From an optimization exercise on the open Yosys and OpenROAD flow, aimed at small area, a short achievable clock period and few clock cycles per item; shortcuts taken in it are not production practice.
Function was not checked in any run shown here: the RTL went through the layout flow alone.

$ cat design.v
module atang(
	input             clk,
	input             load,       
	input      [11:0] x,
	input      [11:0] y,
	output     [31:0] z,
	output            far2,       
	output            far1,       
	output            dec         
    );
	reg  [32:0] xr;              
	reg  [33:6] rh;
	wire [34:0] rr = {rh[33], rh, 6'd0};
	reg  [31:0] zr;
	reg  [31:1] t;               
	reg  [16:0] oh;              
	reg         dn;              
	wire d = rr[34];             
	wire dx = ~dn;
	wire [29:17] ohh = t[30:18] & ~t[29:17];
	wire [29:0] a = ({30{oh[0]}} & 30'h35214E63) |
	                ({30{oh[1]}} & 30'h1C128E80) |
	                ({30{oh[2]}} & 30'h0E400224) |
	                ({30{oh[3]}} & 30'h0727154C) |
	                ({30{oh[4]}} & 30'h03946F29) |
	                ({30{oh[5]}} & 30'h01CA5435) |
	                ({30{oh[6]}} & 30'h00E52D8D) |
	                ({30{oh[7]}} & 30'h007296C6) |
	                ({30{oh[8]}} & 30'h00394B63) |
	                ({30{oh[9]}} & 30'h001CA5B1) |
	                ({30{oh[10]}} & 30'h000E52D8) |
	                ({30{oh[11]}} & 30'h0007296C) |
	                ({30{oh[12]}} & 30'h000394B6) |
	                ({30{oh[13]}} & 30'h0001CA5B) |
	                ({30{oh[14]}} & 30'h0000E52D) |
	                ({30{oh[15]}} & 30'h00007296) |
	                ({30{oh[16]}} & 30'h0000394B) |
	                ({30{ohh[17]}} & 30'h00001CA5) |
	                ({30{ohh[18]}} & 30'h00000E52) |
	                ({30{ohh[19]}} & 30'h00000729) |
	                ({30{ohh[20]}} & 30'h00000394) |
	                ({30{ohh[21]}} & 30'h000001CA) |
	                ({30{ohh[22]}} & 30'h000000E5) |
	                ({30{ohh[23]}} & 30'h00000072) |
	                ({30{ohh[24]}} & 30'h00000039) |
	                ({30{ohh[25]}} & 30'h0000001C) |
	                ({30{ohh[26]}} & 30'h0000000E) |
	                ({30{ohh[27]}} & 30'h00000007) |
	                ({30{ohh[28]}} & 30'h00000003) |
	                ({30{ohh[29]}} & 30'h00000001);
	wire [32:0] xmask;
	assign xmask[0] = 1'b0;
	assign xmask[1] = t[1];
	assign xmask[2] = t[2];
	assign xmask[3] = t[3];
	assign xmask[4] = t[4];
	assign xmask[5] = t[5];
	assign xmask[6] = t[6];
	assign xmask[7] = t[7];
	assign xmask[8] = t[8];
	assign xmask[9] = t[9];
	assign xmask[10] = t[10];
	assign xmask[11] = t[11];
	assign xmask[12] = t[12];
	assign xmask[13] = t[13];
	assign xmask[14] = t[14];
	assign xmask[15] = t[15];
	assign xmask[16] = t[16];
	assign xmask[17] = t[17];
	assign xmask[18] = t[18];
	assign xmask[19] = t[19];
	assign xmask[20] = t[20];
	assign xmask[21] = t[21];
	assign xmask[22] = t[22];
	assign xmask[23] = t[23];
	assign xmask[24] = t[24];
	assign xmask[25] = t[25];
	assign xmask[26] = t[26];
	assign xmask[27] = t[27];
	assign xmask[28] = t[28];
	assign xmask[29] = t[29];
	assign xmask[30] = t[30];
	assign xmask[32:31] = 2'b11;
	wire [32:0] xm = xr & xmask;
	wire [32:0] ysh;
	assign ysh[0] = (oh[0] & rr[1]) | (oh[1] & rr[3]) | (oh[2] & rr[5]) | (oh[3] & rr[7]) | (oh[4] & rr[9]) | (oh[5] & rr[11]) | (oh[6] & rr[13]) | (oh[7] & rr[15]) | (oh[8] & rr[17]) | (oh[9] & rr[19]) | (oh[10] & rr[21]) | (oh[11] & rr[23]) | (oh[12] & rr[25]) | (oh[13] & rr[27]) | (oh[14] & rr[29]) | (oh[15] & rr[31]) | (oh[16] & rr[33]) | (rr[34] & ~t[17]);
	assign ysh[1] = (oh[0] & rr[2]) | (oh[1] & rr[4]) | (oh[2] & rr[6]) | (oh[3] & rr[8]) | (oh[4] & rr[10]) | (oh[5] & rr[12]) | (oh[6] & rr[14]) | (oh[7] & rr[16]) | (oh[8] & rr[18]) | (oh[9] & rr[20]) | (oh[10] & rr[22]) | (oh[11] & rr[24]) | (oh[12] & rr[26]) | (oh[13] & rr[28]) | (oh[14] & rr[30]) | (oh[15] & rr[32]) | (rr[34] & ~t[16]);
	assign ysh[2] = (oh[0] & rr[3]) | (oh[1] & rr[5]) | (oh[2] & rr[7]) | (oh[3] & rr[9]) | (oh[4] & rr[11]) | (oh[5] & rr[13]) | (oh[6] & rr[15]) | (oh[7] & rr[17]) | (oh[8] & rr[19]) | (oh[9] & rr[21]) | (oh[10] & rr[23]) | (oh[11] & rr[25]) | (oh[12] & rr[27]) | (oh[13] & rr[29]) | (oh[14] & rr[31]) | (oh[15] & rr[33]) | (rr[34] & ~t[16]);
	assign ysh[3] = (oh[0] & rr[4]) | (oh[1] & rr[6]) | (oh[2] & rr[8]) | (oh[3] & rr[10]) | (oh[4] & rr[12]) | (oh[5] & rr[14]) | (oh[6] & rr[16]) | (oh[7] & rr[18]) | (oh[8] & rr[20]) | (oh[9] & rr[22]) | (oh[10] & rr[24]) | (oh[11] & rr[26]) | (oh[12] & rr[28]) | (oh[13] & rr[30]) | (oh[14] & rr[32]) | (rr[34] & ~t[15]);
	assign ysh[4] = (oh[0] & rr[5]) | (oh[1] & rr[7]) | (oh[2] & rr[9]) | (oh[3] & rr[11]) | (oh[4] & rr[13]) | (oh[5] & rr[15]) | (oh[6] & rr[17]) | (oh[7] & rr[19]) | (oh[8] & rr[21]) | (oh[9] & rr[23]) | (oh[10] & rr[25]) | (oh[11] & rr[27]) | (oh[12] & rr[29]) | (oh[13] & rr[31]) | (oh[14] & rr[33]) | (rr[34] & ~t[15]);
	assign ysh[5] = (oh[0] & rr[6]) | (oh[1] & rr[8]) | (oh[2] & rr[10]) | (oh[3] & rr[12]) | (oh[4] & rr[14]) | (oh[5] & rr[16]) | (oh[6] & rr[18]) | (oh[7] & rr[20]) | (oh[8] & rr[22]) | (oh[9] & rr[24]) | (oh[10] & rr[26]) | (oh[11] & rr[28]) | (oh[12] & rr[30]) | (oh[13] & rr[32]) | (rr[34] & ~t[14]);
	assign ysh[6] = (oh[0] & rr[7]) | (oh[1] & rr[9]) | (oh[2] & rr[11]) | (oh[3] & rr[13]) | (oh[4] & rr[15]) | (oh[5] & rr[17]) | (oh[6] & rr[19]) | (oh[7] & rr[21]) | (oh[8] & rr[23]) | (oh[9] & rr[25]) | (oh[10] & rr[27]) | (oh[11] & rr[29]) | (oh[12] & rr[31]) | (oh[13] & rr[33]) | (rr[34] & ~t[14]);
	assign ysh[7] = (oh[0] & rr[8]) | (oh[1] & rr[10]) | (oh[2] & rr[12]) | (oh[3] & rr[14]) | (oh[4] & rr[16]) | (oh[5] & rr[18]) | (oh[6] & rr[20]) | (oh[7] & rr[22]) | (oh[8] & rr[24]) | (oh[9] & rr[26]) | (oh[10] & rr[28]) | (oh[11] & rr[30]) | (oh[12] & rr[32]) | (rr[34] & ~t[13]);
	assign ysh[8] = (oh[0] & rr[9]) | (oh[1] & rr[11]) | (oh[2] & rr[13]) | (oh[3] & rr[15]) | (oh[4] & rr[17]) | (oh[5] & rr[19]) | (oh[6] & rr[21]) | (oh[7] & rr[23]) | (oh[8] & rr[25]) | (oh[9] & rr[27]) | (oh[10] & rr[29]) | (oh[11] & rr[31]) | (oh[12] & rr[33]) | (rr[34] & ~t[13]);
	assign ysh[9] = (oh[0] & rr[10]) | (oh[1] & rr[12]) | (oh[2] & rr[14]) | (oh[3] & rr[16]) | (oh[4] & rr[18]) | (oh[5] & rr[20]) | (oh[6] & rr[22]) | (oh[7] & rr[24]) | (oh[8] & rr[26]) | (oh[9] & rr[28]) | (oh[10] & rr[30]) | (oh[11] & rr[32]) | (rr[34] & ~t[12]);
	assign ysh[10] = (oh[0] & rr[11]) | (oh[1] & rr[13]) | (oh[2] & rr[15]) | (oh[3] & rr[17]) | (oh[4] & rr[19]) | (oh[5] & rr[21]) | (oh[6] & rr[23]) | (oh[7] & rr[25]) | (oh[8] & rr[27]) | (oh[9] & rr[29]) | (oh[10] & rr[31]) | (oh[11] & rr[33]) | (rr[34] & ~t[12]);
	assign ysh[11] = (oh[0] & rr[12]) | (oh[1] & rr[14]) | (oh[2] & rr[16]) | (oh[3] & rr[18]) | (oh[4] & rr[20]) | (oh[5] & rr[22]) | (oh[6] & rr[24]) | (oh[7] & rr[26]) | (oh[8] & rr[28]) | (oh[9] & rr[30]) | (oh[10] & rr[32]) | (rr[34] & ~t[11]);
	assign ysh[12] = (oh[0] & rr[13]) | (oh[1] & rr[15]) | (oh[2] & rr[17]) | (oh[3] & rr[19]) | (oh[4] & rr[21]) | (oh[5] & rr[23]) | (oh[6] & rr[25]) | (oh[7] & rr[27]) | (oh[8] & rr[29]) | (oh[9] & rr[31]) | (oh[10] & rr[33]) | (rr[34] & ~t[11]);
	assign ysh[13] = (oh[0] & rr[14]) | (oh[1] & rr[16]) | (oh[2] & rr[18]) | (oh[3] & rr[20]) | (oh[4] & rr[22]) | (oh[5] & rr[24]) | (oh[6] & rr[26]) | (oh[7] & rr[28]) | (oh[8] & rr[30]) | (oh[9] & rr[32]) | (rr[34] & ~t[10]);
	assign ysh[14] = (oh[0] & rr[15]) | (oh[1] & rr[17]) | (oh[2] & rr[19]) | (oh[3] & rr[21]) | (oh[4] & rr[23]) | (oh[5] & rr[25]) | (oh[6] & rr[27]) | (oh[7] & rr[29]) | (oh[8] & rr[31]) | (oh[9] & rr[33]) | (rr[34] & ~t[10]);
	assign ysh[15] = (oh[0] & rr[16]) | (oh[1] & rr[18]) | (oh[2] & rr[20]) | (oh[3] & rr[22]) | (oh[4] & rr[24]) | (oh[5] & rr[26]) | (oh[6] & rr[28]) | (oh[7] & rr[30]) | (oh[8] & rr[32]) | (rr[34] & ~t[9]);
	assign ysh[16] = (oh[0] & rr[17]) | (oh[1] & rr[19]) | (oh[2] & rr[21]) | (oh[3] & rr[23]) | (oh[4] & rr[25]) | (oh[5] & rr[27]) | (oh[6] & rr[29]) | (oh[7] & rr[31]) | (oh[8] & rr[33]) | (rr[34] & ~t[9]);
	assign ysh[17] = (oh[0] & rr[18]) | (oh[1] & rr[20]) | (oh[2] & rr[22]) | (oh[3] & rr[24]) | (oh[4] & rr[26]) | (oh[5] & rr[28]) | (oh[6] & rr[30]) | (oh[7] & rr[32]) | (rr[34] & ~t[8]);
	assign ysh[18] = (oh[0] & rr[19]) | (oh[1] & rr[21]) | (oh[2] & rr[23]) | (oh[3] & rr[25]) | (oh[4] & rr[27]) | (oh[5] & rr[29]) | (oh[6] & rr[31]) | (oh[7] & rr[33]) | (rr[34] & ~t[8]);
	assign ysh[19] = (oh[0] & rr[20]) | (oh[1] & rr[22]) | (oh[2] & rr[24]) | (oh[3] & rr[26]) | (oh[4] & rr[28]) | (oh[5] & rr[30]) | (oh[6] & rr[32]) | (rr[34] & ~t[7]);
	assign ysh[20] = (oh[0] & rr[21]) | (oh[1] & rr[23]) | (oh[2] & rr[25]) | (oh[3] & rr[27]) | (oh[4] & rr[29]) | (oh[5] & rr[31]) | (oh[6] & rr[33]) | (rr[34] & ~t[7]);
	assign ysh[21] = (oh[0] & rr[22]) | (oh[1] & rr[24]) | (oh[2] & rr[26]) | (oh[3] & rr[28]) | (oh[4] & rr[30]) | (oh[5] & rr[32]) | (rr[34] & ~t[6]);
	assign ysh[22] = (oh[0] & rr[23]) | (oh[1] & rr[25]) | (oh[2] & rr[27]) | (oh[3] & rr[29]) | (oh[4] & rr[31]) | (oh[5] & rr[33]) | (rr[34] & ~t[6]);
	assign ysh[23] = (oh[0] & rr[24]) | (oh[1] & rr[26]) | (oh[2] & rr[28]) | (oh[3] & rr[30]) | (oh[4] & rr[32]) | (rr[34] & ~t[5]);
	assign ysh[24] = (oh[0] & rr[25]) | (oh[1] & rr[27]) | (oh[2] & rr[29]) | (oh[3] & rr[31]) | (oh[4] & rr[33]) | (rr[34] & ~t[5]);
	assign ysh[25] = (oh[0] & rr[26]) | (oh[1] & rr[28]) | (oh[2] & rr[30]) | (oh[3] & rr[32]) | (rr[34] & ~t[4]);
	assign ysh[26] = (oh[0] & rr[27]) | (oh[1] & rr[29]) | (oh[2] & rr[31]) | (oh[3] & rr[33]) | (rr[34] & ~t[4]);
	assign ysh[27] = (oh[0] & rr[28]) | (oh[1] & rr[30]) | (oh[2] & rr[32]) | (rr[34] & ~t[3]);
	assign ysh[28] = (oh[0] & rr[29]) | (oh[1] & rr[31]) | (oh[2] & rr[33]) | (rr[34] & ~t[3]);
	assign ysh[29] = (oh[0] & rr[30]) | (oh[1] & rr[32]) | (rr[34] & ~t[2]);
	assign ysh[30] = (oh[0] & rr[31]) | (oh[1] & rr[33]) | (rr[34] & ~t[2]);
	assign ysh[31] = (oh[0] & rr[32]) | (rr[34] & ~t[1]);
	assign ysh[32] = (oh[0] & rr[33]) | (rr[34] & ~t[1]);
	wire [34:6] rnext;
	wire [32:0] xnext;
	wire [31:0] znext;
	add29 radd(.a(rr[33:5]), .b({2'b00, xm[32:6]} ^ {29{~d}}), .ci(~d), .s(rnext));
	add33 xadd(.a(xr), .b(ysh ^ {33{dx}}), .ci(dx), .s(xnext));
	add32 zadd(.a(zr), .b({2'b00, a} ^ {32{dx}}), .ci(dx), .s(znext));
	wire [12:0] xy_sum, xy_dif;
	add13 sadd(.a({1'b0, x}), .b({1'b0, y}), .ci(1'b0), .s(xy_sum));
	add13 dadd(.a({1'b0, y}), .b(~{1'b0, x}), .ci(1'b1), .s(xy_dif));
	always @(posedge clk) begin
		t <= load ? 31'h7fffffff : {t[30:1], 1'b0};
		oh <= load ? 17'd1 : {oh[15:0], 1'b0};
		dn <= load ? ~xy_dif[12] : ~rnext[33];
		if (load) begin
			xr <= {1'b0, xy_sum, 19'b0};
			rh <= {{2{xy_dif[12]}}, xy_dif, 13'b0};
			zr <= 32'h5A000000;
		end else begin
			xr <= xnext;
			rh <= rnext[33:6];
			zr <= znext;
		end
	end
	wire [14:0] zl = zr[14:0] ^ {15{dn}};
	assign far2 = ~|a[29:14] & (zl >= {a[13:0], 1'b0});
	assign far1 = ~|a[29:15] & (zl >= a[14:0]);
	assign dec = dx;
	assign z = zr;
endmodule
module add29(input [28:0] a, input [28:0] b, input ci, output [28:0] s);
	wire [28:0] p0 = a ^ b;
	wire [28:0] g0 = a & b;
	wire gc0 = g0[0] | (p0[0] & ci);
	wire gn1 = g0[1] | (p0[1] & gc0);
	wire gn2 = g0[3] | (p0[3] & g0[2]);
	wire pn2 = p0[3] & p0[2];
	wire gn3 = g0[5] | (p0[5] & g0[4]);
	wire pn3 = p0[5] & p0[4];
	wire gn4 = g0[7] | (p0[7] & g0[6]);
	wire pn4 = p0[7] & p0[6];
	wire gn5 = g0[9] | (p0[9] & g0[8]);
	wire pn5 = p0[9] & p0[8];
	wire gn6 = g0[11] | (p0[11] & g0[10]);
	wire pn6 = p0[11] & p0[10];
	wire gn7 = g0[13] | (p0[13] & g0[12]);
	wire pn7 = p0[13] & p0[12];
	wire gn8 = g0[15] | (p0[15] & g0[14]);
	wire pn8 = p0[15] & p0[14];
	wire gn9 = g0[17] | (p0[17] & g0[16]);
	wire pn9 = p0[17] & p0[16];
	wire gn10 = g0[19] | (p0[19] & g0[18]);
	wire pn10 = p0[19] & p0[18];
	wire gn11 = g0[21] | (p0[21] & g0[20]);
	wire pn11 = p0[21] & p0[20];
	wire gn12 = g0[23] | (p0[23] & g0[22]);
	wire pn12 = p0[23] & p0[22];
	wire gn13 = g0[25] | (p0[25] & g0[24]);
	wire pn13 = p0[25] & p0[24];
	wire gn14 = g0[27] | (p0[27] & g0[26]);
	wire pn14 = p0[27] & p0[26];
	wire gn15 = g0[2] | (p0[2] & gn1);
	wire gn16 = gn2 | (pn2 & gn1);
	wire gn17 = g0[6] | (p0[6] & gn3);
	wire pn17 = p0[6] & pn3;
	wire gn18 = gn4 | (pn4 & gn3);
	wire pn18 = pn4 & pn3;
	wire gn19 = g0[10] | (p0[10] & gn5);
	wire pn19 = p0[10] & pn5;
	wire gn20 = gn6 | (pn6 & gn5);
	wire pn20 = pn6 & pn5;
	wire gn21 = g0[14] | (p0[14] & gn7);
	wire pn21 = p0[14] & pn7;
	wire gn22 = gn8 | (pn8 & gn7);
	wire pn22 = pn8 & pn7;
	wire gn23 = g0[18] | (p0[18] & gn9);
	wire pn23 = p0[18] & pn9;
	wire gn24 = gn10 | (pn10 & gn9);
	wire pn24 = pn10 & pn9;
	wire gn25 = g0[22] | (p0[22] & gn11);
	wire pn25 = p0[22] & pn11;
	wire gn26 = gn12 | (pn12 & gn11);
	wire pn26 = pn12 & pn11;
	wire gn27 = g0[26] | (p0[26] & gn13);
	wire pn27 = p0[26] & pn13;
	wire gn28 = gn14 | (pn14 & gn13);
	wire pn28 = pn14 & pn13;
	wire gn29 = g0[4] | (p0[4] & gn16);
	wire gn30 = gn3 | (pn3 & gn16);
	wire gn31 = gn17 | (pn17 & gn16);
	wire gn32 = gn18 | (pn18 & gn16);
	wire gn33 = g0[12] | (p0[12] & gn20);
	wire pn33 = p0[12] & pn20;
	wire gn34 = gn7 | (pn7 & gn20);
	wire pn34 = pn7 & pn20;
	wire gn35 = gn21 | (pn21 & gn20);
	wire pn35 = pn21 & pn20;
	wire gn36 = gn22 | (pn22 & gn20);
	wire pn36 = pn22 & pn20;
	wire gn37 = g0[20] | (p0[20] & gn24);
	wire pn37 = p0[20] & pn24;
	wire gn38 = gn11 | (pn11 & gn24);
	wire pn38 = pn11 & pn24;
	wire gn39 = gn25 | (pn25 & gn24);
	wire pn39 = pn25 & pn24;
	wire gn40 = gn26 | (pn26 & gn24);
	wire pn40 = pn26 & pn24;
	wire gn41 = g0[28] | (p0[28] & gn28);
	wire pn41 = p0[28] & pn28;
	wire gn42 = g0[8] | (p0[8] & gn32);
	wire gn43 = gn5 | (pn5 & gn32);
	wire gn44 = gn19 | (pn19 & gn32);
	wire gn45 = gn20 | (pn20 & gn32);
	wire gn46 = gn33 | (pn33 & gn32);
	wire gn47 = gn34 | (pn34 & gn32);
	wire gn48 = gn35 | (pn35 & gn32);
	wire gn49 = gn36 | (pn36 & gn32);
	wire gn50 = g0[24] | (p0[24] & gn40);
	wire pn50 = p0[24] & pn40;
	wire gn51 = gn13 | (pn13 & gn40);
	wire pn51 = pn13 & pn40;
	wire gn52 = gn27 | (pn27 & gn40);
	wire pn52 = pn27 & pn40;
	wire gn53 = gn28 | (pn28 & gn40);
	wire pn53 = pn28 & pn40;
	wire gn54 = gn41 | (pn41 & gn40);
	wire pn54 = pn41 & pn40;
	wire gn55 = g0[16] | (p0[16] & gn49);
	wire gn56 = gn9 | (pn9 & gn49);
	wire gn57 = gn23 | (pn23 & gn49);
	wire gn58 = gn24 | (pn24 & gn49);
	wire gn59 = gn37 | (pn37 & gn49);
	wire gn60 = gn38 | (pn38 & gn49);
	wire gn61 = gn39 | (pn39 & gn49);
	wire gn62 = gn40 | (pn40 & gn49);
	wire gn63 = gn50 | (pn50 & gn49);
	wire gn64 = gn51 | (pn51 & gn49);
	wire gn65 = gn52 | (pn52 & gn49);
	wire gn66 = gn53 | (pn53 & gn49);
	wire gn67 = gn54 | (pn54 & gn49);
	wire [28:0] c;
	assign c[0] = ci;
	assign c[1] = gc0;
	assign c[2] = gn1;
	assign c[3] = gn15;
	assign c[4] = gn16;
	assign c[5] = gn29;
	assign c[6] = gn30;
	assign c[7] = gn31;
	assign c[8] = gn32;
	assign c[9] = gn42;
	assign c[10] = gn43;
	assign c[11] = gn44;
	assign c[12] = gn45;
	assign c[13] = gn46;
	assign c[14] = gn47;
	assign c[15] = gn48;
	assign c[16] = gn49;
	assign c[17] = gn55;
	assign c[18] = gn56;
	assign c[19] = gn57;
	assign c[20] = gn58;
	assign c[21] = gn59;
	assign c[22] = gn60;
	assign c[23] = gn61;
	assign c[24] = gn62;
	assign c[25] = gn63;
	assign c[26] = gn64;
	assign c[27] = gn65;
	assign c[28] = gn66;
	assign s = p0 ^ c;
endmodule
module add33(input [32:0] a, input [32:0] b, input ci, output [32:0] s);
	wire [32:0] p0 = a ^ b;
	wire [32:0] g0 = a & b;
	wire gc0 = g0[0] | (p0[0] & ci);
	wire gn1 = g0[1] | (p0[1] & gc0);
	wire gn2 = g0[3] | (p0[3] & g0[2]);
	wire pn2 = p0[3] & p0[2];
	wire gn3 = g0[5] | (p0[5] & g0[4]);
	wire pn3 = p0[5] & p0[4];
	wire gn4 = g0[7] | (p0[7] & g0[6]);
	wire pn4 = p0[7] & p0[6];
	wire gn5 = g0[9] | (p0[9] & g0[8]);
	wire pn5 = p0[9] & p0[8];
	wire gn6 = g0[11] | (p0[11] & g0[10]);
	wire pn6 = p0[11] & p0[10];
	wire gn7 = g0[13] | (p0[13] & g0[12]);
	wire pn7 = p0[13] & p0[12];
	wire gn8 = g0[15] | (p0[15] & g0[14]);
	wire pn8 = p0[15] & p0[14];
	wire gn9 = g0[17] | (p0[17] & g0[16]);
	wire pn9 = p0[17] & p0[16];
	wire gn10 = g0[19] | (p0[19] & g0[18]);
	wire pn10 = p0[19] & p0[18];
	wire gn11 = g0[21] | (p0[21] & g0[20]);
	wire pn11 = p0[21] & p0[20];
	wire gn12 = g0[23] | (p0[23] & g0[22]);
	wire pn12 = p0[23] & p0[22];
	wire gn13 = g0[25] | (p0[25] & g0[24]);
	wire pn13 = p0[25] & p0[24];
	wire gn14 = g0[27] | (p0[27] & g0[26]);
	wire pn14 = p0[27] & p0[26];
	wire gn15 = g0[29] | (p0[29] & g0[28]);
	wire pn15 = p0[29] & p0[28];
	wire gn16 = g0[31] | (p0[31] & g0[30]);
	wire pn16 = p0[31] & p0[30];
	wire gn17 = g0[2] | (p0[2] & gn1);
	wire gn18 = gn2 | (pn2 & gn1);
	wire gn19 = g0[6] | (p0[6] & gn3);
	wire pn19 = p0[6] & pn3;
	wire gn20 = gn4 | (pn4 & gn3);
	wire pn20 = pn4 & pn3;
	wire gn21 = g0[10] | (p0[10] & gn5);
	wire pn21 = p0[10] & pn5;
	wire gn22 = gn6 | (pn6 & gn5);
	wire pn22 = pn6 & pn5;
	wire gn23 = g0[14] | (p0[14] & gn7);
	wire pn23 = p0[14] & pn7;
	wire gn24 = gn8 | (pn8 & gn7);
	wire pn24 = pn8 & pn7;
	wire gn25 = g0[18] | (p0[18] & gn9);
	wire pn25 = p0[18] & pn9;
	wire gn26 = gn10 | (pn10 & gn9);
	wire pn26 = pn10 & pn9;
	wire gn27 = g0[22] | (p0[22] & gn11);
	wire pn27 = p0[22] & pn11;
	wire gn28 = gn12 | (pn12 & gn11);
	wire pn28 = pn12 & pn11;
	wire gn29 = g0[26] | (p0[26] & gn13);
	wire pn29 = p0[26] & pn13;
	wire gn30 = gn14 | (pn14 & gn13);
	wire pn30 = pn14 & pn13;
	wire gn31 = g0[30] | (p0[30] & gn15);
	wire pn31 = p0[30] & pn15;
	wire gn32 = gn16 | (pn16 & gn15);
	wire pn32 = pn16 & pn15;
	wire gn33 = g0[4] | (p0[4] & gn18);
	wire gn34 = gn3 | (pn3 & gn18);
	wire gn35 = gn19 | (pn19 & gn18);
	wire gn36 = gn20 | (pn20 & gn18);
	wire gn37 = g0[12] | (p0[12] & gn22);
	wire pn37 = p0[12] & pn22;
	wire gn38 = gn7 | (pn7 & gn22);
	wire pn38 = pn7 & pn22;
	wire gn39 = gn23 | (pn23 & gn22);
	wire pn39 = pn23 & pn22;
	wire gn40 = gn24 | (pn24 & gn22);
	wire pn40 = pn24 & pn22;
	wire gn41 = g0[20] | (p0[20] & gn26);
	wire pn41 = p0[20] & pn26;
	wire gn42 = gn11 | (pn11 & gn26);
	wire pn42 = pn11 & pn26;
	wire gn43 = gn27 | (pn27 & gn26);
	wire pn43 = pn27 & pn26;
	wire gn44 = gn28 | (pn28 & gn26);
	wire pn44 = pn28 & pn26;
	wire gn45 = g0[28] | (p0[28] & gn30);
	wire pn45 = p0[28] & pn30;
	wire gn46 = gn15 | (pn15 & gn30);
	wire pn46 = pn15 & pn30;
	wire gn47 = gn31 | (pn31 & gn30);
	wire pn47 = pn31 & pn30;
	wire gn48 = gn32 | (pn32 & gn30);
	wire pn48 = pn32 & pn30;
	wire gn49 = g0[8] | (p0[8] & gn36);
	wire gn50 = gn5 | (pn5 & gn36);
	wire gn51 = gn21 | (pn21 & gn36);
	wire gn52 = gn22 | (pn22 & gn36);
	wire gn53 = gn37 | (pn37 & gn36);
	wire gn54 = gn38 | (pn38 & gn36);
	wire gn55 = gn39 | (pn39 & gn36);
	wire gn56 = gn40 | (pn40 & gn36);
	wire gn57 = g0[24] | (p0[24] & gn44);
	wire pn57 = p0[24] & pn44;
	wire gn58 = gn13 | (pn13 & gn44);
	wire pn58 = pn13 & pn44;
	wire gn59 = gn29 | (pn29 & gn44);
	wire pn59 = pn29 & pn44;
	wire gn60 = gn30 | (pn30 & gn44);
	wire pn60 = pn30 & pn44;
	wire gn61 = gn45 | (pn45 & gn44);
	wire pn61 = pn45 & pn44;
	wire gn62 = gn46 | (pn46 & gn44);
	wire pn62 = pn46 & pn44;
	wire gn63 = gn47 | (pn47 & gn44);
	wire pn63 = pn47 & pn44;
	wire gn64 = gn48 | (pn48 & gn44);
	wire pn64 = pn48 & pn44;
	wire gn65 = g0[16] | (p0[16] & gn56);
	wire gn66 = gn9 | (pn9 & gn56);
	wire gn67 = gn25 | (pn25 & gn56);
	wire gn68 = gn26 | (pn26 & gn56);
	wire gn69 = gn41 | (pn41 & gn56);
	wire gn70 = gn42 | (pn42 & gn56);
	wire gn71 = gn43 | (pn43 & gn56);
	wire gn72 = gn44 | (pn44 & gn56);
	wire gn73 = gn57 | (pn57 & gn56);
	wire gn74 = gn58 | (pn58 & gn56);
	wire gn75 = gn59 | (pn59 & gn56);
	wire gn76 = gn60 | (pn60 & gn56);
	wire gn77 = gn61 | (pn61 & gn56);
	wire gn78 = gn62 | (pn62 & gn56);
	wire gn79 = gn63 | (pn63 & gn56);
	wire gn80 = gn64 | (pn64 & gn56);
	wire gn81 = g0[32] | (p0[32] & gn80);
	wire [32:0] c;
	assign c[0] = ci;
	assign c[1] = gc0;
	assign c[2] = gn1;
	assign c[3] = gn17;
	assign c[4] = gn18;
	assign c[5] = gn33;
	assign c[6] = gn34;
	assign c[7] = gn35;
	assign c[8] = gn36;
	assign c[9] = gn49;
	assign c[10] = gn50;
	assign c[11] = gn51;
	assign c[12] = gn52;
	assign c[13] = gn53;
	assign c[14] = gn54;
	assign c[15] = gn55;
	assign c[16] = gn56;
	assign c[17] = gn65;
	assign c[18] = gn66;
	assign c[19] = gn67;
	assign c[20] = gn68;
	assign c[21] = gn69;
	assign c[22] = gn70;
	assign c[23] = gn71;
	assign c[24] = gn72;
	assign c[25] = gn73;
	assign c[26] = gn74;
	assign c[27] = gn75;
	assign c[28] = gn76;
	assign c[29] = gn77;
	assign c[30] = gn78;
	assign c[31] = gn79;
	assign c[32] = gn80;
	assign s = p0 ^ c;
endmodule
module add32(input [31:0] a, input [31:0] b, input ci, output [31:0] s);
	wire [31:0] p0 = a ^ b;
	wire [31:0] g0 = a & b;
	wire gc0 = g0[0] | (p0[0] & ci);
	wire gn1 = g0[1] | (p0[1] & gc0);
	wire gn2 = g0[3] | (p0[3] & g0[2]);
	wire pn2 = p0[3] & p0[2];
	wire gn3 = g0[5] | (p0[5] & g0[4]);
	wire pn3 = p0[5] & p0[4];
	wire gn4 = g0[7] | (p0[7] & g0[6]);
	wire pn4 = p0[7] & p0[6];
	wire gn5 = g0[9] | (p0[9] & g0[8]);
	wire pn5 = p0[9] & p0[8];
	wire gn6 = g0[11] | (p0[11] & g0[10]);
	wire pn6 = p0[11] & p0[10];
	wire gn7 = g0[13] | (p0[13] & g0[12]);
	wire pn7 = p0[13] & p0[12];
	wire gn8 = g0[15] | (p0[15] & g0[14]);
	wire pn8 = p0[15] & p0[14];
	wire gn9 = g0[17] | (p0[17] & g0[16]);
	wire pn9 = p0[17] & p0[16];
	wire gn10 = g0[19] | (p0[19] & g0[18]);
	wire pn10 = p0[19] & p0[18];
	wire gn11 = g0[21] | (p0[21] & g0[20]);
	wire pn11 = p0[21] & p0[20];
	wire gn12 = g0[23] | (p0[23] & g0[22]);
	wire pn12 = p0[23] & p0[22];
	wire gn13 = g0[25] | (p0[25] & g0[24]);
	wire pn13 = p0[25] & p0[24];
	wire gn14 = g0[27] | (p0[27] & g0[26]);
	wire pn14 = p0[27] & p0[26];
	wire gn15 = g0[29] | (p0[29] & g0[28]);
	wire pn15 = p0[29] & p0[28];
	wire gn16 = g0[31] | (p0[31] & g0[30]);
	wire pn16 = p0[31] & p0[30];
	wire gn17 = g0[2] | (p0[2] & gn1);
	wire gn18 = gn2 | (pn2 & gn1);
	wire gn19 = g0[6] | (p0[6] & gn3);
	wire pn19 = p0[6] & pn3;
	wire gn20 = gn4 | (pn4 & gn3);
	wire pn20 = pn4 & pn3;
	wire gn21 = g0[10] | (p0[10] & gn5);
	wire pn21 = p0[10] & pn5;
	wire gn22 = gn6 | (pn6 & gn5);
	wire pn22 = pn6 & pn5;
	wire gn23 = g0[14] | (p0[14] & gn7);
	wire pn23 = p0[14] & pn7;
	wire gn24 = gn8 | (pn8 & gn7);
	wire pn24 = pn8 & pn7;
	wire gn25 = g0[18] | (p0[18] & gn9);
	wire pn25 = p0[18] & pn9;
	wire gn26 = gn10 | (pn10 & gn9);
	wire pn26 = pn10 & pn9;
	wire gn27 = g0[22] | (p0[22] & gn11);
	wire pn27 = p0[22] & pn11;
	wire gn28 = gn12 | (pn12 & gn11);
	wire pn28 = pn12 & pn11;
	wire gn29 = g0[26] | (p0[26] & gn13);
	wire pn29 = p0[26] & pn13;
	wire gn30 = gn14 | (pn14 & gn13);
	wire pn30 = pn14 & pn13;
	wire gn31 = g0[30] | (p0[30] & gn15);
	wire pn31 = p0[30] & pn15;
	wire gn32 = gn16 | (pn16 & gn15);
	wire pn32 = pn16 & pn15;
	wire gn33 = g0[4] | (p0[4] & gn18);
	wire gn34 = gn3 | (pn3 & gn18);
	wire gn35 = gn19 | (pn19 & gn18);
	wire gn36 = gn20 | (pn20 & gn18);
	wire gn37 = g0[12] | (p0[12] & gn22);
	wire pn37 = p0[12] & pn22;
	wire gn38 = gn7 | (pn7 & gn22);
	wire pn38 = pn7 & pn22;
	wire gn39 = gn23 | (pn23 & gn22);
	wire pn39 = pn23 & pn22;
	wire gn40 = gn24 | (pn24 & gn22);
	wire pn40 = pn24 & pn22;
	wire gn41 = g0[20] | (p0[20] & gn26);
	wire pn41 = p0[20] & pn26;
	wire gn42 = gn11 | (pn11 & gn26);
	wire pn42 = pn11 & pn26;
	wire gn43 = gn27 | (pn27 & gn26);
	wire pn43 = pn27 & pn26;
	wire gn44 = gn28 | (pn28 & gn26);
	wire pn44 = pn28 & pn26;
	wire gn45 = g0[28] | (p0[28] & gn30);
	wire pn45 = p0[28] & pn30;
	wire gn46 = gn15 | (pn15 & gn30);
	wire pn46 = pn15 & pn30;
	wire gn47 = gn31 | (pn31 & gn30);
	wire pn47 = pn31 & pn30;
	wire gn48 = gn32 | (pn32 & gn30);
	wire pn48 = pn32 & pn30;
	wire gn49 = g0[8] | (p0[8] & gn36);
	wire gn50 = gn5 | (pn5 & gn36);
	wire gn51 = gn21 | (pn21 & gn36);
	wire gn52 = gn22 | (pn22 & gn36);
	wire gn53 = gn37 | (pn37 & gn36);
	wire gn54 = gn38 | (pn38 & gn36);
	wire gn55 = gn39 | (pn39 & gn36);
	wire gn56 = gn40 | (pn40 & gn36);
	wire gn57 = g0[24] | (p0[24] & gn44);
	wire pn57 = p0[24] & pn44;
	wire gn58 = gn13 | (pn13 & gn44);
	wire pn58 = pn13 & pn44;
	wire gn59 = gn29 | (pn29 & gn44);
	wire pn59 = pn29 & pn44;
	wire gn60 = gn30 | (pn30 & gn44);
	wire pn60 = pn30 & pn44;
	wire gn61 = gn45 | (pn45 & gn44);
	wire pn61 = pn45 & pn44;
	wire gn62 = gn46 | (pn46 & gn44);
	wire pn62 = pn46 & pn44;
	wire gn63 = gn47 | (pn47 & gn44);
	wire pn63 = pn47 & pn44;
	wire gn64 = gn48 | (pn48 & gn44);
	wire pn64 = pn48 & pn44;
	wire gn65 = g0[16] | (p0[16] & gn56);
	wire gn66 = gn9 | (pn9 & gn56);
	wire gn67 = gn25 | (pn25 & gn56);
	wire gn68 = gn26 | (pn26 & gn56);
	wire gn69 = gn41 | (pn41 & gn56);
	wire gn70 = gn42 | (pn42 & gn56);
	wire gn71 = gn43 | (pn43 & gn56);
	wire gn72 = gn44 | (pn44 & gn56);
	wire gn73 = gn57 | (pn57 & gn56);
	wire gn74 = gn58 | (pn58 & gn56);
	wire gn75 = gn59 | (pn59 & gn56);
	wire gn76 = gn60 | (pn60 & gn56);
	wire gn77 = gn61 | (pn61 & gn56);
	wire gn78 = gn62 | (pn62 & gn56);
	wire gn79 = gn63 | (pn63 & gn56);
	wire gn80 = gn64 | (pn64 & gn56);
	wire [31:0] c;
	assign c[0] = ci;
	assign c[1] = gc0;
	assign c[2] = gn1;
	assign c[3] = gn17;
	assign c[4] = gn18;
	assign c[5] = gn33;
	assign c[6] = gn34;
	assign c[7] = gn35;
	assign c[8] = gn36;
	assign c[9] = gn49;
	assign c[10] = gn50;
	assign c[11] = gn51;
	assign c[12] = gn52;
	assign c[13] = gn53;
	assign c[14] = gn54;
	assign c[15] = gn55;
	assign c[16] = gn56;
	assign c[17] = gn65;
	assign c[18] = gn66;
	assign c[19] = gn67;
	assign c[20] = gn68;
	assign c[21] = gn69;
	assign c[22] = gn70;
	assign c[23] = gn71;
	assign c[24] = gn72;
	assign c[25] = gn73;
	assign c[26] = gn74;
	assign c[27] = gn75;
	assign c[28] = gn76;
	assign c[29] = gn77;
	assign c[30] = gn78;
	assign c[31] = gn79;
	assign s = p0 ^ c;
endmodule
module add13(input [12:0] a, input [12:0] b, input ci, output [12:0] s);
	wire [12:0] p0 = a ^ b;
	wire [12:0] g0 = a & b;
	wire gc0 = g0[0] | (p0[0] & ci);
	wire gn1 = g0[1] | (p0[1] & gc0);
	wire gn2 = g0[3] | (p0[3] & g0[2]);
	wire pn2 = p0[3] & p0[2];
	wire gn3 = g0[5] | (p0[5] & g0[4]);
	wire pn3 = p0[5] & p0[4];
	wire gn4 = g0[7] | (p0[7] & g0[6]);
	wire pn4 = p0[7] & p0[6];
	wire gn5 = g0[9] | (p0[9] & g0[8]);
	wire pn5 = p0[9] & p0[8];
	wire gn6 = g0[11] | (p0[11] & g0[10]);
	wire pn6 = p0[11] & p0[10];
	wire gn7 = g0[2] | (p0[2] & gn1);
	wire gn8 = gn2 | (pn2 & gn1);
	wire gn9 = g0[6] | (p0[6] & gn3);
	wire pn9 = p0[6] & pn3;
	wire gn10 = gn4 | (pn4 & gn3);
	wire pn10 = pn4 & pn3;
	wire gn11 = g0[10] | (p0[10] & gn5);
	wire pn11 = p0[10] & pn5;
	wire gn12 = gn6 | (pn6 & gn5);
	wire pn12 = pn6 & pn5;
	wire gn13 = g0[4] | (p0[4] & gn8);
	wire gn14 = gn3 | (pn3 & gn8);
	wire gn15 = gn9 | (pn9 & gn8);
	wire gn16 = gn10 | (pn10 & gn8);
	wire gn17 = g0[12] | (p0[12] & gn12);
	wire pn17 = p0[12] & pn12;
	wire gn18 = g0[8] | (p0[8] & gn16);
	wire gn19 = gn5 | (pn5 & gn16);
	wire gn20 = gn11 | (pn11 & gn16);
	wire gn21 = gn12 | (pn12 & gn16);
	wire gn22 = gn17 | (pn17 & gn16);
	wire [12:0] c;
	assign c[0] = ci;
	assign c[1] = gc0;
	assign c[2] = gn1;
	assign c[3] = gn7;
	assign c[4] = gn8;
	assign c[5] = gn13;
	assign c[6] = gn14;
	assign c[7] = gn15;
	assign c[8] = gn16;
	assign c[9] = gn18;
	assign c[10] = gn19;
	assign c[11] = gn20;
	assign c[12] = gn21;
	assign s = p0 ^ c;
endmodule
module conv_dec_ascii(
	input  [16:0] d_in,
	output [20:0] digits     
    );
	wire [6:0] i = d_in[16:10];
	wire [9:0] f = d_in[9:0];
	wire [13:0] m1 = {1'b0, f, 3'b0} + {3'b0, f, 1'b0};
	wire [13:0] m2 = {1'b0, m1[9:0], 3'b0} + {3'b0, m1[9:0], 1'b0};
	wire [13:0] m3 = {1'b0, m2[9:0], 3'b0} + {3'b0, m2[9:0], 1'b0};
	wire [3:0] qh = m1[13:10];
	wire [3:0] qt = m2[13:10];
	wire [3:0] qo = m3[13:10];
	wire [3:0] it = (i >= 7'd120) ? 4'd12 : (i >= 7'd110) ? 4'd11 : (i >= 7'd100) ? 4'd10 :
	                (i >= 7'd90) ? 4'd9 : (i >= 7'd80) ? 4'd8 : (i >= 7'd70) ? 4'd7 :
	                (i >= 7'd60) ? 4'd6 : (i >= 7'd50) ? 4'd5 : (i >= 7'd40) ? 4'd4 :
	                (i >= 7'd30) ? 4'd3 : (i >= 7'd20) ? 4'd2 : (i >= 7'd10) ? 4'd1 : 4'd0;
	wire [6:0] io = i - {it, 3'b0} - {2'b0, it, 1'b0};
	wire       ih = it[3] & (it[2] | it[1]);
	wire [8:0] ti = {ih, ih ? it - 4'd10 : it, io[3:0]};
	assign digits = {ti, qh, qt, qo};
endmodule
module CRC(
	input  [20:0] digits,    
	output [7:0]  crc
    );
	function [7:0] crc8;
		input [47:0] m;
		integer k;
		reg [7:0] c;
		reg fb;
		begin
			c = 8'h80;
			for (k = 47; k >= 0; k = k - 1) begin
				fb = c[7] ^ m[k];
				c = {c[6:0], 1'b0} ^ (fb ? 8'h31 : 8'h00);
			end
			crc8 = c;
		end
	endfunction
	wire [47:0] text = {7'b0011000, digits[20], 4'h3, digits[19:16], 4'h3, digits[15:12],
	                    4'h3, digits[11:8], 4'h3, digits[7:4], 4'h3, digits[3:0]};
	assign crc = crc8(text);
endmodule
module angle_frame(
	input clk,
	input rst,
	input start,
	input [11:0] x,
	input [11:0] y,
	output [55:0] frame,
	output frame_valid
    );
	reg        busy;
	reg        valid;
	reg  [20:0] dig;
	reg  [7:0]  crc_hi;          
	wire [31:0] z;
	wire [20:0] dig_next;
	wire [7:0]  crc_hi_next, crc_lo, crc_0;
	wire        far2, far1, dec;
	atang Arctg_alg(.clk(clk), .load(start), .x(x), .y(y), .z(z),
	                .far2(far2), .far1(far1), .dec(dec));
	conv_dec_ascii Conversie(.d_in(z[31:15]), .digits(dig_next));
	CRC crc_a(.digits({dig_next[20:4], 4'd0}), .crc(crc_hi_next));
	CRC crc_b(.digits({17'd0, dig[3:0]}), .crc(crc_lo));
	CRC crc_c(.digits(21'd0), .crc(crc_0));
	reg        pend;
	reg        dprev;
	wire       late = pend & (dec ^ dprev);
	wire       live = busy & ~late;
	always @(posedge clk) begin
		dig <= dig_next;
		crc_hi <= crc_hi_next;
		dprev <= dec;
		if (rst) begin
			busy  <= 1'b0;
			valid <= 1'b0;
			pend  <= 1'b0;
		end else begin
			busy  <= start | (live & ~far2);
			valid <= live & far2;
			pend  <= live & ~far2 & far1;
		end
	end
	assign frame = {7'b0011000, dig[20], 4'h3, dig[19:16], 4'h3, dig[15:12],
	                4'h3, dig[11:8], 4'h3, dig[7:4], 4'h3, dig[3:0],
	                crc_hi ^ crc_lo ^ crc_0};
	assign frame_valid = valid | late;
endmodule
$ cat flow/run.sh
#!/bin/bash
# Layout flow: the standard synthesis, then the combinational logic
# (everything but the flip-flops, which keep their names and cells) is
# re-mapped by ABC with an area-recovering script; then the standard
# layout from the netlist, with sky130_fd_sc_hd__buf_2 port buffers.
# Every tool's output goes to a log file in this folder.
set -euo pipefail
bash standard.sh synth > flow_synth.log 2>&1
R=orfs/results/sky130hd/angle_frame/base
cp $R/1_2_yosys.v $R/1_2_yosys_standard.v
LIB=$FLOW_HOME/platforms/sky130hd/lib/sky130_fd_sc_hd__tt_025C_1v80.lib
sed -e "s#@IN@#$R/1_2_yosys_standard.v#" -e "s#@OUT@#$R/1_2_yosys.v#" \
    -e "s#@LIB@#$LIB#g" -e "s#@ABC@#flow/resynth.abc#" flow/resynth.ys > resynth.ys
yosys -l yosys_resynth.log -q resynth.ys > /dev/null 2>&1
bash standard.sh BUFFER_PORTS_ARGS="-buffer_cell sky130_fd_sc_hd__buf_2" finish > flow_finish.log 2>&1
$ cat flow/resynth.abc
strash
dch
map -B 0.4
topo
stime -c
upsize -c
dnsize -c
$ cat flow/resynth.ys
read_liberty -overwrite -ignore_miss_func @LIB@
read_verilog -overwrite @IN@
hierarchy -top angle_frame
setattr -mod -set keep_hierarchy 1 sky130_fd_sc_hd__df*
flatten
opt_clean
abc -script @ABC@ -liberty @LIB@ -dont_use sky130_fd_sc_hd__lpflow_bleeder_1 -dont_use sky130_fd_sc_hd__lpflow_clkbufkapwr_1 -dont_use sky130_fd_sc_hd__lpflow_clkbufkapwr_16 -dont_use sky130_fd_sc_hd__lpflow_clkbufkapwr_2 -dont_use sky130_fd_sc_hd__lpflow_clkbufkapwr_4 -dont_use sky130_fd_sc_hd__lpflow_clkbufkapwr_8 -dont_use sky130_fd_sc_hd__lpflow_clkinvkapwr_1 -dont_use sky130_fd_sc_hd__lpflow_clkinvkapwr_16 -dont_use sky130_fd_sc_hd__lpflow_clkinvkapwr_2 -dont_use sky130_fd_sc_hd__lpflow_clkinvkapwr_4 -dont_use sky130_fd_sc_hd__lpflow_clkinvkapwr_8 -dont_use sky130_fd_sc_hd__lpflow_decapkapwr_12 -dont_use sky130_fd_sc_hd__lpflow_decapkapwr_3 -dont_use sky130_fd_sc_hd__lpflow_decapkapwr_4 -dont_use sky130_fd_sc_hd__lpflow_decapkapwr_6 -dont_use sky130_fd_sc_hd__lpflow_decapkapwr_8 -dont_use sky130_fd_sc_hd__lpflow_inputiso0n_1 -dont_use sky130_fd_sc_hd__lpflow_inputiso0p_1 -dont_use sky130_fd_sc_hd__lpflow_inputiso1n_1 -dont_use sky130_fd_sc_hd__lpflow_inputiso1p_1 -dont_use sky130_fd_sc_hd__lpflow_inputisolatch_1 -dont_use sky130_fd_sc_hd__lpflow_isobufsrc_1 -dont_use sky130_fd_sc_hd__lpflow_isobufsrc_16 -dont_use sky130_fd_sc_hd__lpflow_isobufsrc_2 -dont_use sky130_fd_sc_hd__lpflow_isobufsrc_4 -dont_use sky130_fd_sc_hd__lpflow_isobufsrc_8 -dont_use sky130_fd_sc_hd__lpflow_isobufsrckapwr_16 -dont_use sky130_fd_sc_hd__lpflow_lsbuf_lh_hl_isowell_tap_1 -dont_use sky130_fd_sc_hd__lpflow_lsbuf_lh_hl_isowell_tap_2 -dont_use sky130_fd_sc_hd__lpflow_lsbuf_lh_hl_isowell_tap_4 -dont_use sky130_fd_sc_hd__lpflow_lsbuf_lh_isowell_4 -dont_use sky130_fd_sc_hd__lpflow_lsbuf_lh_isowell_tap_1 -dont_use sky130_fd_sc_hd__lpflow_lsbuf_lh_isowell_tap_2 -dont_use sky130_fd_sc_hd__lpflow_lsbuf_lh_isowell_tap_4 -dont_use sky130_fd_sc_hd__probe_p_8 -dont_use sky130_fd_sc_hd__probec_p_8 
opt_clean -purge
hilomap -singleton -hicell sky130_fd_sc_hd__conb_1 HI -locell sky130_fd_sc_hd__conb_1 LO
setundef -zero
splitnets
opt_clean -purge
stat -liberty @LIB@
delete =sky130_fd_sc_hd__*
write_verilog -noattr -noexpr -nohex -nodec @OUT@
$ cat standard.sh
#!/bin/bash
# synth_recipe.tcl (not shown) runs the flow's synth.tcl, then flattens the netlist and writes it again
# the make line also repeats each setting of config.mk as NAME=value (left out here)
make -C /OpenROAD-flow-scripts/flow DESIGN_CONFIG=/design/flow/config.mk WORK_HOME=/design/flow/orfs CLKGATE_MAP_FILE= SYNTH_SCRIPT=/design/flow/synth_recipe.tcl "${@:-finish}"
$ cat config.mk
export PLATFORM = sky130hd
export DESIGN_NAME = angle_frame
export DESIGN_NICKNAME = angle_frame
export VERILOG_FILES = /design/flow/design.v
export SDC_FILE = /design/flow/constraint.sdc
export NUM_CORES = 8
export LEC_CHECK = 0
export CAP_MARGIN = 20
export CORE_MARGIN = 2
export CORE_UTILIZATION = 30
export CTS_BUF_LIST = sky130_fd_sc_hd__clkbuf_16
export CTS_CLUSTER_DIAMETER = 80
export CTS_CLUSTER_SIZE = 24
export SETUP_SLACK_MARGIN = 4.5
export SLEW_MARGIN = 20
export SYNTH_MEMORY_MAX_BITS = 65536
$ cat constraint.sdc
create_clock -name core_clock -period 8.0 [get_ports {clk}]
set_input_delay 1.6000 -clock core_clock [delete_from_list [all_inputs] [get_ports {clk}]]
set_output_delay 1.6000 -clock core_clock [all_outputs]
set_load 0.01 [all_outputs]
==> results of run 1 <==
[critical path, cell delays in order, from the launching register on]
cell and delay (ps):
sky130_fd_sc_hd__dfxtp_1 550, sky130_fd_sc_hd__clkinv_1 450, sky130_fd_sc_hd__o221ai_1 330, sky130_fd_sc_hd__nor3_1 130, sky130_fd_sc_hd__nand2_1 80, sky130_fd_sc_hd__nand2_1 60, sky130_fd_sc_hd__nand3_1 140, sky130_fd_sc_hd__nand2_1 100
sky130_fd_sc_hd__nor2_1 330, sky130_fd_sc_hd__nand4_1 160, sky130_fd_sc_hd__nor2_2 180, sky130_fd_sc_hd__a31oi_2 150, sky130_fd_sc_hd__nand4_2 170, sky130_fd_sc_hd__nand4_2 130, sky130_fd_sc_hd__nand3_1 130, sky130_fd_sc_hd__nand3_1 70
sky130_fd_sc_hd__nand2_1 70, sky130_fd_sc_hd__nor2_1 50
[metrics by stage]
stage                     instance area, um2  setup slack (ps)
after CTS                              17100              4520
after floorplan                        15300              4500
after global routing                   17300              4460
final                                  17300              4600
after detailed placement               16500              4010
after global placement                 16500              4040
[routing by layer]
metal | vias to the layer above | wire length [um] | GRT usage [%]
met3 | 156 | 3460 | 3.62
met5 | - | 0 | 0
met2 | 615 | 20100 | 28.6
met1 | 7166 | 22100 | 24.7
li1 | 8341 | - | -
met4 | 0 | 2040 | 8.14
[registers in the layout (all words and copies together) (netlist names)]
| register | cells |
|---|---|
| dig | 21 |
| Arctg_alg.dn | 1 |
| pend | 1 |
| busy | 1 |
| Arctg_alg.zr | 32 |
| Arctg_alg.oh | 16 |
| valid | 1 |
| dprev | 1 |
| Arctg_alg.rh | 28 |
| Arctg_alg.xr | 33 |
| crc_hi | 8 |
| Arctg_alg.t | 30 |
[cells in the final DEF, fill, tap and decap left out, drive strengths merged, types with 3 or more instances in the layout]
master and count:
a21boi 8, inv 55, a22oi 38, nor3 34, o211ai 12, nand4 65, xnor2 49, and2 7
nand2 657, clkinvlp 8, clkinv 283, o2111ai 4, a211oi 7, nand3 211, dfxtp 173, a31oi 18
o21ai 115, o221ai 13, o22ai 59, o31ai 6, clkbuf 17, or2 20, o21a 3, nand3b 11
a21oi 119, nor2 293, a21o 3, buf 70, xnor3 4, o21bai 4, a221oi 12, conb 27
nor4 5, xor2 118
[timing repair]
item,4_1_cts,5_1_grt
hold buffers,0,0
pin swaps,0,6
gates cloned,0,0
gates resized for setup,8,46
endpoints found under the setup margin,22,39
endpoints found under the hold margin,0,0
buffers inserted,2,6
[worst max path at each step]
| stage | start | end | cells after the start |
|---|---|---|---|
| floorplan | x[1] | Arctg_alg.xr[30] | 18 |
| global placement | y[0] | Arctg_alg.xr[30] | 19 |
| detailed placement | y[0] | Arctg_alg.xr[30] | 19 |
| CTS | Arctg_alg.oh[5] | Arctg_alg.xr[32] | 17 |
| global route | Arctg_alg.t[1] | Arctg_alg.xr[32] | 18 |
| finish | Arctg_alg.rh[26] | Arctg_alg.xr[32] | 17 |
[layout make-up]
type	instances	share of cell area [%]
clock buffer	17	2.46
clock inverter	15	0.804
inverter	332	7.83
multi-input combinational	1939	61.3
sequential	173	20.2
tap	672	4.87
timing repair buffer	70	2.49
==> results by group, run 1 <==
Logic synthesis
  • Synthesized area: 0.0152 mm2
  • Gate Count Post-Synth: 2420
  • Avg Cell Area, Syn: 6.28 um2
  • Warning count from the yosys run: 3

Clocking
  • Clock tree from TritonCTS: done
  • Root buffer cell: sky130_fd_sc_hd__clkbuf_16
  • Source-to-sink clock delay at the later pin of the worst-skew pair: 490 ps
  • CTS clock-pin slew for the worst setup and hold paths: 80 ps
  • TritonCTS Buffers: 17
  • H-tree level count: 4
  • Clock buffer depth: 2
  • Clock sinks: 173

Final layout
  • Area delta synth->final: 13.7%
  • Antenna diode count: 0
  • Final-stage net count: 2560
  • Layout Cells excl Fill: 3218
  • Combined area of the multi-input logic cells: 0.0106 mm2
  • Footprint of the flip-flops and latches: 0.00349 mm2
  • Fraction of final layout cells sized beyond drive strength 1: 13.4%
  • Number of fillers in the final layout: 5551
  • Util after Layout: 34.5%

Min path
  • Tightest Hold Check Type: reg2reg
  • Cell count of the worst hold path: 2
  • Hold Path Sink: Arctg_alg.t[3]
  • Worst min-delay path startpoint: Arctg_alg.t[2]

GRT
  • Wire length of the first global-routing pass: 78500 um
  • Vias in the first global route: 15100
  • Antenna violations before repair: 0
  • Overall overflow remaining after global route: 0
  • GRT Resource Usage Total: 18.4%
  • Pin count of the biggest net entering global routing: 104

Setup path
  • Largest fanout on the critical path: 9
  • Worst R2R Start: Arctg_alg.rh[26]
  • Worst Reg-to-Reg Cells: 17
  • WP data arrival: 3780 ps
  • Data required time of the critical path: 8390 ps
  • Worst setup EP type: register
  • Capture instance of the worst register-to-register path: Arctg_alg.xr[32]
  • Crit Path Category: reg2reg
  • Crit path launch type: register
  • Worst setup slack for register-to-register paths: 4600 ps

STA
  • Minimum clock period: 3400 ps
  • Number of hold-slack violations in the final timing report: 0
  • Finish-stage setup viols: 0
  • Worst Clk Skew: 13.1 ps
  • Slew at the pin with the worst max-slew slack: 883 ps
  • Highest Clock Rate: 295 MHz
  • Post-Route Hold Slack: 440 ps
  • Final Max Tran Viols: 0
  • Final total negative setup slack: 0 ps
  • Part of the cycle the worst path needs: 42.4%
  • Unrepaired setup endpoints after global routing: true
  • Relative slew margins: 41.1%

Run
  • Count of maximum capacitance violations: 0

Floorplanning
  • Chip Height: 229 um
  • Floorplan Core Area: 0.0501 mm2
  • Die Area: 0.0524 mm2
  • Number of rows created at floorplan: 82
  • Num ports: 84
  • Starting density of the core: 30.3%
  • Die Width: 229 um

Drt
  • Detailed-route vias per instance: 5.06
  • Number of routed nets with antenna violations: 0
  • Total number of vias: 16300
  • Average wire per standard cell: 14.8 um
  • Initial drt markers: 1456
  • DRC violations left: 0
  • Iteration count of the initial detailed-routing pass: 6
  • Total wire length: 47800 um

Placed design
  • Hpwl dp: 35400 um
  • Placed Cells: 3178
  • Global placer's final weighted congestion: 0.968
  • Port bufs: 56

Run status
  • Status: complete, no violations
==> run 2, diff against run 1 <==
--- a/config.mk
+++ b/config.mk
@@ -9,3 +9,3 @@
 export CORE_MARGIN = 2
-export CORE_UTILIZATION = 30
+export CORE_UTILIZATION = 35
 export CTS_BUF_LIST = sky130_fd_sc_hd__clkbuf_16
@@ -13,3 +13,3 @@
 export CTS_CLUSTER_SIZE = 24
-export SETUP_SLACK_MARGIN = 4.5
+export SETUP_SLACK_MARGIN = 4.6
 export SLEW_MARGIN = 20
==> run 2 against run 1 <==
Net effect: first-iteration DRC count down 0.69%; cell count fell by 2.5%; register-to-register slack better by 130 ps; critical path depth increased by 5; clock skew shrank 3.0 ps.
==> results by group, run 2 <==
Run status
  • Status: complete, no violations

Floorplanning
  • Num ports: 84 (unchanged)
  • Starting density of the core: 35.3% (+5.0 points)
  • Die Area: 0.0451 mm2 (-14%)
  • Die Width: 212 um (-7.3%)
  • Chip Height: 212 um (-7.3%)
  • Floorplan Core Area: 0.0430 mm2 (-14%)
  • Number of rows created at floorplan: 76 (-7.3%)

Drt
  • Detailed-route vias per instance: 5.29 (+4.6%)
  • Number of routed nets with antenna violations: 0 (unchanged)
  • Total number of vias: 16600 (+1.9%)
  • DRC violations left: 0 (unchanged)
  • Total wire length: 50200 um (+5.0%)
  • Average wire per standard cell: 16.0 um (+7.8%)
  • Iteration count of the initial detailed-routing pass: 6 (unchanged)
  • Initial drt markers: 1446 (-0.69%)

Clocking
  • Root buffer cell: sky130_fd_sc_hd__clkbuf_16
  • Clock tree from TritonCTS: done
  • Clock buffer depth: 2 (unchanged)
  • Hold buffer count at cts: 0 (unchanged)
  • CTS clock-pin slew for the worst setup and hold paths: 70 ps (about the same)
  • TritonCTS Buffers: 17 (unchanged)
  • Clock sinks: 173 (unchanged)
  • Source-to-sink clock delay at the later pin of the worst-skew pair: 460 ps (-30 ps)
  • H-tree level count: 4 (unchanged)

Final layout
  • Most frequent cells in the layout: sky130_fd_sc_hd__nand2_1, sky130_fd_sc_hd__clkinv_1, sky130_fd_sc_hd__nor2_1
  • Most common library cell in the layout ignoring fill and taps: sky130_fd_sc_hd__nand2_1
  • Number of fillers in the final layout: 4580 (-17%)
  • Registers with the most flip-flops: Arctg_alg.xr (33), Arctg_alg.zr (32), Arctg_alg.t (30)
  • Fraction of final layout cells sized beyond drive strength 1: 15.2% (+1.9 points)
  • Final-stage net count: 2565 (+0.20%)
  • Largest Register: Arctg_alg.xr
  • Area delta synth->final: 14.9%
  • Antenna diode count: 0 (unchanged)
  • Number of flip-flops under the largest register name: 33 (unchanged)

Setup path
  • CP startpoint: y[1]
  • Worst setup EP type: register
  • Worst R2R Start: Arctg_alg.rh[26]
  • WP data arrival: 3690 ps (-90 ps)
  • Data required time of the critical path: 8400 ps (about the same)
  • Crit path launch type: primary input
  • Largest fanout on the critical path: 3 (-6)
  • Crit Path Category: in2reg

Logic synthesis
  • Gate Count Post-Synth: 2420 (unchanged)
  • Synthesized area: 0.0152 mm2 (unchanged)
  • Avg Cell Area, Syn: 6.28 um2 (unchanged)
  • Warning count from the yosys run: 3 (unchanged)

STA
  • Number of hold-slack violations in the final timing report: 0 (unchanged)
  • Relative slew margins: 37.5% (-3.7 points)
  • Highest Clock Rate: 305 MHz (+3.5%)
  • Minimum clock period: 3280 ps (-115 ps)
  • Finish-stage setup viols: 0 (unchanged)
  • Worst Clk Skew: 10.1 ps (-3.03 ps)
  • Final total negative setup slack: 0 ps (unchanged)
  • Final Max Tran Viols: 0 (unchanged)
  • Unrepaired setup endpoints after global routing: true
  • Part of the cycle the worst path needs: 41.0% (-1.4 points)
  • Slew at the pin with the worst max-slew slack: 938 ps (+54.8 ps)

GRT
  • GRT Resource Usage Total: 22.4% (+4.0 points)
  • Pin count of the biggest net entering global routing: 104 (unchanged)
  • Vias in the first global route: 15600 (+3.2%)
  • Layer with the highest usage after global routing: met2
  • Fraction of met1 tracks used by global routing: 29.0% (+4.4 points)
  • Met2 layer usage reported by global route: 36.2% (+7.7 points)
  • Overall overflow remaining after global route: 0 (unchanged)
  • Antenna violations before repair: 0 (unchanged)
  • Global-route track usage on met3: 4.14% (+0.51 points)
  • Wire length of the first global-routing pass: 80300 um (+2.3%)

Placed design
  • Port bufs: 56 (unchanged)
  • Hpwl dp: 36600 um (+3.5%)
  • Global placer's final weighted congestion: 0.989 (+2.1%)

Min path
  • Tightest Hold Check Type: reg2reg
  • Worst min-delay path startpoint: Arctg_alg.t[2]

Run
  • Count of maximum capacitance violations: 0 (unchanged)
==> run 2: worst paths after layout <==
kind	to	slack [ps]	depth (start not counted)
max	Arctg_alg.rh[31]	4720	22
min	Arctg_alg.t[3]	450	2
max reg2reg	Arctg_alg.xr[32]	4730	15
min reg2reg	Arctg_alg.t[3]	450	2
==> run 2: repair_timing <==
item / CTS / global route
cloned: 1 / 1
gates resized for setup: 18 / 100
buffers inserted: 3 / 9
setup endpoints to repair: 47 / 52
pin swaps: 1 / 22
==> run 2: stage by stage <==
| step | std cells | instance area [um2] | utilization [%] | hold slack, ps | setup WS, ps |
|---|---|---|---|---|---|
| after CTS | 3126 | 17100 | 39.7 | 441 | 4610 |
| after floorplan | 2445 | 15300 | - | 411 | 4560 |
| after detailed placement | 3090 | 16400 | 38.1 | 431 | 4060 |
| after global placement | 3090 | 16400 | 38.1 | 423 | 4160 |
| final | 3136 | 17500 | 40.6 | 454 | 4720 |
| after global routing | 3136 | 17500 | 40.6 | 457 | 4560 |
==> run 2: metal layers <==
metal | routed length, um | part of all wire [%]
met1 | 22400 | 45
met2 | 22400 | 45
met3 | 3400 | 6.8
met4 | 2000 | 4.0
met5 | 0 | 0
==> run 2: final cells by class <==
class	count	area, um2	share of cell area, %
Sequential cell	173	3510	20.1
Tap cell	585	732	4.19
Timing Repair Buffer	75	534	3.06
Clock inverter	15	134	0.767
Clock buffer	17	425	2.44
Multi-Input combinational cell	1939	10700	61.5
Inverter	332	1380	7.93
==> run 2: critical path: stages <==
cell,delay [ps]
sky130_fd_sc_hd__buf_4,130
sky130_fd_sc_hd__inv_2,60
sky130_fd_sc_hd__nand2_2,60
sky130_fd_sc_hd__a21oi_4,170
sky130_fd_sc_hd__nand2_2,80
sky130_fd_sc_hd__nand2_2,60
sky130_fd_sc_hd__nor2_2,40
sky130_fd_sc_hd__a21oi_2,150
sky130_fd_sc_hd__a21oi_2,80
sky130_fd_sc_hd__nand2_1,90
sky130_fd_sc_hd__o21ai_2,70
sky130_fd_sc_hd__o21ai_2,70
sky130_fd_sc_hd__o21ai_2,80
sky130_fd_sc_hd__nand2_1,90
sky130_fd_sc_hd__o21ai_2,80
sky130_fd_sc_hd__o21ai_2,170
sky130_fd_sc_hd__nor2_2,70
sky130_fd_sc_hd__nand2_2,110
sky130_fd_sc_hd__nand3_4,80
sky130_fd_sc_hd__a21oi_4,190
sky130_fd_sc_hd__inv_2,60
sky130_fd_sc_hd__nand2_1,60

==> port drivers added, routing unchanged <==
The results above use ideal ports. As a check the final layouts listed here were re-extracted and re-timed, cells and wires unchanged. Step 1, drivers: a clkbuf_16 drives clk and a buf_2 each remaining input, both assumed. Step 2 times the ports against the registers' clock, not the clock port: input delays grow and output delays shrink by t, the midpoint of the rising clock arrivals with the driver on. Three values: ideal ports, drivers, drivers and shift; two values: the first two.
run | t, ns | setup slack, ns | latest minus earliest clock arrival (ns)
run 1 | 0.540 | 4.605 / 4.572 / 4.182 | 0.014 / 0.013
run 2 | 0.516 | 4.719 / 4.679 / 4.234 | 0.013 / 0.013
After both steps every run listed still meets setup and hold. For run 2, which loses most, drivers alone change the setup slack by -0.040 ns; drivers and shift together by -0.485 ns.
